Source: an optimization exercise on an open RTL-to-GDS flow (aim: small area). Production flows keep margins and buffers that such runs may drop. Only simulation tests tie the RTL to the original design; equivalence was not proved.

**run.sh**
```bash
#!/bin/bash
# synth_recipe.tcl (not shown) runs the flow's synth.tcl, then flattens the netlist and writes it again
# the make line also repeats each setting of config.mk as NAME=value (left out here)
make -C /OpenROAD-flow-scripts/flow DESIGN_CONFIG=/design/flow/config.mk WORK_HOME=/design/flow/orfs CLKGATE_MAP_FILE= SYNTH_SCRIPT=/design/flow/synth_recipe.tcl finish
```
**constraint.sdc**
```tcl
create_clock -name core_clock -period 30.0 [get_ports {clk}]
set_input_delay 6.0000 -clock core_clock [delete_from_list [all_inputs] [get_ports {clk}]]
set_output_delay 6.0000 -clock core_clock [all_outputs]
set_load 0.01 [all_outputs]
```
**config.mk**
```make
export PLATFORM = sky130hd
export DESIGN_NAME = digitalCalc
export DESIGN_NICKNAME = digitalCalc
export VERILOG_FILES = /design/flow/design.v
export SDC_FILE = /design/flow/constraint.sdc
export NUM_CORES = 4
export LEC_CHECK = 0
export ABC_AREA = 1
export CAP_MARGIN = 20
export CORE_MARGIN = 2
export CORE_UTILIZATION = 40
export PLACE_DENSITY = 0.6
export SLEW_MARGIN = 20
```
**design.v**
```verilog
module Concatenate(
input [3:0] x10, x1,
output [6:0] out);
assign out = x10*(4'd10)+x1;
endmodule
module  Calc( 
input clk,
input [3:0] A10, A1, B10, B1,
input [2:0] operation,
output reg signed [14:0] outRes,
output reg flag
    );
wire [6:0]A,B;
Concatenate first(A10,A1,A);
Concatenate second(B10,B1,B);
always @(posedge clk) begin
case(operation) 
0 : begin           
flag=0;
outRes= B1+B10*10+A1*100+A10*1000;
end
1 : begin
outRes=A+B;
flag=0;
end
2 : begin
flag=0;
if(A>=B)
outRes=A-B;
else begin 
outRes=A-B;
 flag=1;
end
end
3 : begin
flag=0;
outRes=A*B;
end
4 : begin
flag=0;
outRes=(B==0)?15'd0:A/B;
end
default: begin           
flag=0;
outRes= B1+B10*10+A1*100+A10*1000;
end
endcase
end
endmodule
module breakDigits(
input [14:0] num,
output  [3:0] A1000, A100, A10, A1
    );
assign A1=num%10;
assign A10=(num/10)%10;
assign A100=(num/100)%10;
assign A1000=(num/1000);
endmodule
module sevSeg(input en, input [3:0] in, output reg [7:0] out);
    always @(*) begin
        if(en)
            case(in)
                 4'b0000: out = 8'b10000001;  
                 4'b0001: out = 8'b11001111;  
                 4'b0010: out = 8'b10010010;  
                 4'b0011: out = 8'b10000110;  
                 4'b0100: out = 8'b11001100;  
                 4'b0101: out = 8'b10100100;  
                 4'b0110: out = 8'b10100000;  
                 4'b0111: out = 8'b10001111;  
                 4'b1000: out = 8'b10000000;  
                 4'b1001: out = 8'b10000100;  
                 4'b1010: out=  8'b11111110; 
                 default: out=  8'b11111111;
            endcase
        else 
          out=8'b1111_111; 
     end       
endmodule
module debouncer(input clk, inp, output out);
reg Qmeta, Qsynch, Q1, Q2, Q3;
always @(posedge clk) begin
Qmeta <= inp;
Qsynch <=Qmeta;
Q1<= Qsynch;
Q2<= Q1;
Q3<=Q2;
end
assign out = Q1 & Q2 & Q3;
endmodule
module risingEdge(input clk, rst, level, output z);
    reg [1:0] state, nextState;
    parameter [1:0] A=2'b00, B=2'b01, C=2'b10;
    always @ (level or state)
    case (state)
    A: if (level) nextState = B;
    else nextState = A;
    B: if (level) nextState = C;
    else nextState = A;
    C: if (level) nextState = C;
    else nextState = A;
    default: nextState = A;
    endcase
    always @ (posedge clk or posedge rst) begin
    if(rst)
    state <= A;
    else
    state <= nextState;
    end
    assign z = (state == B);  
endmodule
module dbAndRise(
input clk, rst,
input [8:0] in, 
output [8:0] out
);
wire [8:0] w;
debouncer d0(clk, in[0], w[0]);
risingEdge r0(clk, rst, w[0], out[0]);
debouncer d1(clk, in[1], w[1]);
risingEdge r1(clk, rst, w[1], out[1]);
debouncer d2(clk, in[2], w[2]);
risingEdge r2(clk, rst, w[2], out[2]);
debouncer d3(clk, in[3], w[3]);
risingEdge r3(clk, rst, w[3], out[3]);
assign out[7:4] = in[7:4];
debouncer d8(clk, in[8], w[8]);
risingEdge r8(clk, rst, w[8], out[8]);
endmodule
module modNum #(parameter n=10, bits=4)(
input clk, reset, enable,
output reg [bits-1:0] count
    );
always @(posedge clk, posedge reset) begin
   if (reset ==1)
        count<=0;
    else begin
    if(enable ==1)begin
        if(count == n-1)
            count<=0;
        else
            count<=count+1;
        end
    else
        count<=count;
    end
end
endmodule
module handleNumberPresses(
input clk, reset,
input [3:0] But,
output  [3:0] A10, A1, B10, B1
);
modNum  modA10(clk, reset, But[0], A10);
modNum  modA1(clk, reset, But[1], A1);
modNum  modB10(clk, reset, But[2],B10);
modNum  modB1(clk, reset,But[3],B1);
endmodule
module handleOperationPresses(
input clk,
input [8:4] But,
output [2:0] operation);
assign operation = But[8]?0:But[4]?1:But[5]?2:But[6]?3:But[7]?4: 5;
endmodule
module clockDivider #(parameter n=50000000)(
input clk, reset,
output reg clk_out,
output rise
    );
reg [31:0] count;
always @ (posedge clk, posedge reset) begin
    if(reset == 1'b1)
        count<= 32'b0;
    else if(count == n-1)
        count<= 32'b0;
    else
        count<=count+1;
end
always @ (posedge clk, posedge reset) begin
    if(reset == 1'b1)
       clk_out<= 1'b0;
   else if(count == n-1)
       clk_out<= ~clk_out;
   else
       clk_out<=clk_out;
end
assign rise = (count == n-1) & ~clk_out;
endmodule
module  nBitCounter #(parameter n=2)(
input clk, 
reset, 
en,
output reg [n-1:0] count);
always @(posedge clk, posedge reset) begin
    if (reset ==1)
        count<=0;
    else if (en)
        count<=count+1;    
end
endmodule
module digitalCalc(
input clk, rst,
input [8:0] in,
output reg [3:0] digitSelect, 
output reg [7:0] out,
output signed [14:0] result
);
wire [8:0] But;  
dbAndRise stabilize(clk, rst, in, But);
wire [3:0] A10, A1, B10, B1; 
handleNumberPresses numberPresses(clk, rst ,But[3:0],A10, A1, B10, B1); 
wire [2:0] operation; 
handleOperationPresses operand(clk,But[8:4],operation);
wire signed [14:0] res;
wire neg;
Calc Calculator(clk, A10, A1, B10, B1, operation, res,neg);
assign result=res;
wire  [3:0] pr1, pr2, pr3, pr4;
breakDigits to_break((res<0?(0-res):res), pr1, pr2, pr3, pr4);
wire [7:0] outA10, outA1, outB10, outB1;
sevSeg ins4(1,(neg?10:pr1),outA10);
sevSeg ins5(1, pr2, outA1);
sevSeg ins6(1, pr3, outB10);
sevSeg ins7(1, pr4, outB1);
wire fastClock, fastRise; wire [1:0] twoCounter;
clockDivider #(4) divClk(clk, rst, fastClock, fastRise);
nBitCounter #(2) selctDig(clk, rst, fastRise, twoCounter);
always@(*) begin
    case(twoCounter) 
     2'b00: begin 
        digitSelect=4'b1110; 
        out=outB1;
     end
     2'b01: begin
      digitSelect=4'b1101; 
      out=outB10;
     end
     2'b10: begin
     digitSelect=4'b1011;
     out[6:0]=outA1[6:0];
     out[7]=0;
     end
     2'b11: begin 
     digitSelect=4'b0111; 
     out=outA10;
     end
    endcase
end
endmodule
```
==> results.yml <==
global_route:
  grt_util_met1: 0.253
  grt_max_degree: 62
  grt_overflow: 0
  grtUsageTotal: 0.200
  antenna_found_initial: 0
  use_met3: 0.0230
  grt-busiest-layer: "met2"
  grt_pass1_vias: 16000
  use_met2: 0.355
  grt_first_pass_wirelength_mm: 75.2
place:
  pre_cts_slack_ns: 2.93
  gp_congestion: 0.909
  dp.cells: 3305
  post-dp-hpwl_mm: 36.5
  port_buffers: 37
die:
  initial_core_util: 0.407
  ios: 38
  rows: 76
  die_h_um: 214
  fp.dieW_um: 214
  fp.coreArea_mm2: 0.0433
  dieArea_mm2: 0.0457
routing:
  initialDrtViolationCount: 828
  drt_wl_total_mm: 44.5
  ant_nets: 0
  drc: 0
  drt_pass1_iterations: 5
  vias: 16700
  routedWlPerCell_um: 13.4
  via_per_inst: 5.04
cells_and_area:
  fin_nets: 3037
  postLayoutCoreUtil: 0.440
  final_cells: 3321
  drive_above_1_share: 0.0855
  area_delta_synth_final_pct: 8.13
  diodes: 0
worst_setup_path:
  required_ns: 30.24
  arrival_ns: 27.03
  cp_max_fo: 16
  end_kind: "register"
  path_common_cell: "a21o_1"
  start_kind: "register"
  reg2reg_slack_ns: 3.21
  critical_path_class: "reg -> reg"
  cp_slowest_cell: "fa_1"
  slowest_delay_ns: 0.53
cts:
  clkLatencyLatePin_ns: 0.36
  clock-sinks: 102
  clockBufferDepth: 2
  cts.reportedPaths.clkPinSlew_ns: 0.08
  cts_tree: "done"
  cts_root_buffer: "clkbuf_16"
  cts_buffers: 9
  cts_max_level: 3
  hold_buffers: 0
timing:
  tightestPinTransition_ns: 1.02
  fmax_mhz: 37.3
  setup_ws_ns: 3.21
  rsz0062_at_grt: "no"
  maxSlewViolCount: 0
  clock-skew-final_ns: 0.0198
  period_share: 0.893
  layout_min_cycle_time_ns: 26.79
  setup_viol: 0
  max_slew_margin: 0.317
  tns_ns: 0
  hold_viol_final: 0
flow_run:
  cap_violations: 0
logic_synthesis:
  synth_edf_count: 0
  yosysWarnings: 14
  syn_area_per_cell_um2: 6.57
  async_flop_share: 0.598
  syn_area_mm2: 0.0176
  ys_types: 69
  yosysSeqAreaShare: 0.133
  synthCells: 2678
  ys_ff_latch: 102
  ys.flop_type: "dfrtp_1"
outcome:
  outcome: "timing/DRC/antenna clean"
hold_path:
  min_path_type: "reg -> reg"
[cell usage in the layout (no fill, tap or decap), types with 12 or more instances in the layout]
| cell type | instances |
|---|---|
| a21o_1 | 25 |
| a21oi_1 | 110 |
| buf_4 | 12 |
| clkdlybuf4s50_1 | 37 |
| dfrtp_1 | 61 |
| dfxtp_1 | 41 |
| fa_1 | 46 |
| ha_1 | 249 |
| inv_1 | 464 |
| inv_2 | 40 |
| nand2_1 | 577 |
| nand2_2 | 58 |
| nand2_4 | 13 |
| nand3_1 | 166 |
| nand3_2 | 17 |
| nand4_1 | 47 |
| nor2_1 | 259 |
| nor2_2 | 15 |
| nor3_1 | 24 |
| o21ai_0 | 123 |
| o21ai_1 | 33 |
| o21ai_2 | 12 |
| o21bai_1 | 16 |
| o31ai_1 | 12 |
| or2_2 | 12 |
| xnor2_1 | 49 |
| xor2_1 | 76 |
[metrics by stage]
stage               hold WS (ns)  instance area, µm²
finish                     0.329               19000
global route               0.338               19000
CTS                        0.331               19000
detailed placement         0.312               18700
global placement           0.313               18700
floorplan                  0.310               17600
[cells in the mapped netlist, types with 16 or more instances]
cell type    n  area share
o21ai_1     33      0.0094
nand3_1    166       0.047
nand3_2     17      0.0097
inv_1      466       0.099
nand2_1    578        0.12
nor2_1     259       0.055
o21bai_1    16      0.0068
inv_2       39      0.0083
a21o_1      25       0.011
nor2_2      16      0.0057
dfrtp_1     61       0.087
xnor2_1     49       0.024
nand4_1     47       0.017
o21ai_0    123       0.035
fa_1        46       0.052
xor2_1      76       0.038
dfxtp_1     41       0.047
ha_1       249        0.18
a21oi_1    110       0.031
nor3_1      24      0.0068
nand2_2     58       0.021
[routing by layer]
layer | share of wire | wire length (µm)
met3 | 0.038 | 1680
met5 | 0 | 0
met4 | 0.029 | 1280
met1 | 0.46 | 20600
met2 | 0.47 | 21000
[cell families (layout without fill, tap and decap cells)]
logic type | after synthesis | after routing | synth area share
AOI/OAI and AO/OA | 377 | 377 | 0.127
buffers and inverters | 535 | 586 | 0.119
other | 1 | 8 | 0.000213
xor gates and xnor gates | 131 | 131 | 0.0678
muxes | 2 | 2 | 0.00121
adders and majority gates | 295 | 295 | 0.229
and+or+nand+nor | 1235 | 1235 | 0.322
DFF | 102 | 102 | 0.133
[critical path: cells and delay by family (launching register included)]
kind,cells,cell delay (ns)
AOI/OAI and AO/OA,63,10.73
adders and majority gates,16,4.89
buffers and inverters,28,3.22
DFF,1,0.46
and+or+nand+nor,64,7.32
[worst paths after layout]
kind,cells after the start,end,startpoint
setup / recovery,171,Calculator.outRes[0],numberPresses.modB10.count[1]
hold / removal,0,stabilize.d3.Qsynch,stabilize.d3.Qmeta
setup reg to reg,171,Calculator.outRes[0],numberPresses.modB10.count[1]
hold reg to reg,0,stabilize.d3.Qsynch,stabilize.d3.Qmeta
max in group asynchronous,3,stabilize.r3.state[0],rst
min in group asynchronous,3,selctDig.count[0],rst
[flip-flops by register name, indices dropped and copies added, names as in the netlist, 2 cells and up]
| register | cells |
|---|---|
| numberPresses.modB10.count | 4 |
| stabilize.r1.state | 2 |
| Calculator.outRes | 15 |
| selctDig.count | 2 |
| divClk.count | 32 |
| stabilize.r3.state | 2 |
| numberPresses.modA1.count | 4 |
| stabilize.r2.state | 2 |
| numberPresses.modA10.count | 4 |
| stabilize.r8.state | 2 |
| numberPresses.modB1.count | 4 |
| stabilize.r0.state | 2 |
[cell type report]
class	instances	area, µm²
flip-flops and latches	102	2350
fillers	4451	24200
well taps	585	732
repair buffers	49	460
multi-input cells	2048	13200
clock inverters	7	88.8
clock buffers	9	225
inverters	521	1970
[what timing repair did]
| item | in CTS | in global routing |
|---|---|---|
| buffers inserted | 0 | 0 |
| setup endpoints to repair | 0 | 1 |
| gates resized for setup | 0 | 4 |

## port drivers added, routing unchanged
In the flow no input, the clock included, has a driving cell. The finished layout below was timed again as built, in two steps.
Step 1: set_driving_cell puts a clkbuf_16 on clk and a buf_2 on each other input, an assumption about the parent block.
Step 2, shift: input delay + t, output delay - t, t = (earliest + latest rising clock arrival at the registers) / 2. This alone moves slack from input paths to output paths.
Slacks: no drivers / after step 1 / after step 2; pairs: no drivers / after step 1.
t (ns): 0.395
setup slack, ns: 3.214 / 3.214 / 3.214
latest minus earliest clock arrival (ns): 0.021 / 0.020
After both steps setup and hold are still met in this run. For this run, drivers alone change the setup slack by 0.000 ns; drivers and shift together by 0.000 ns.
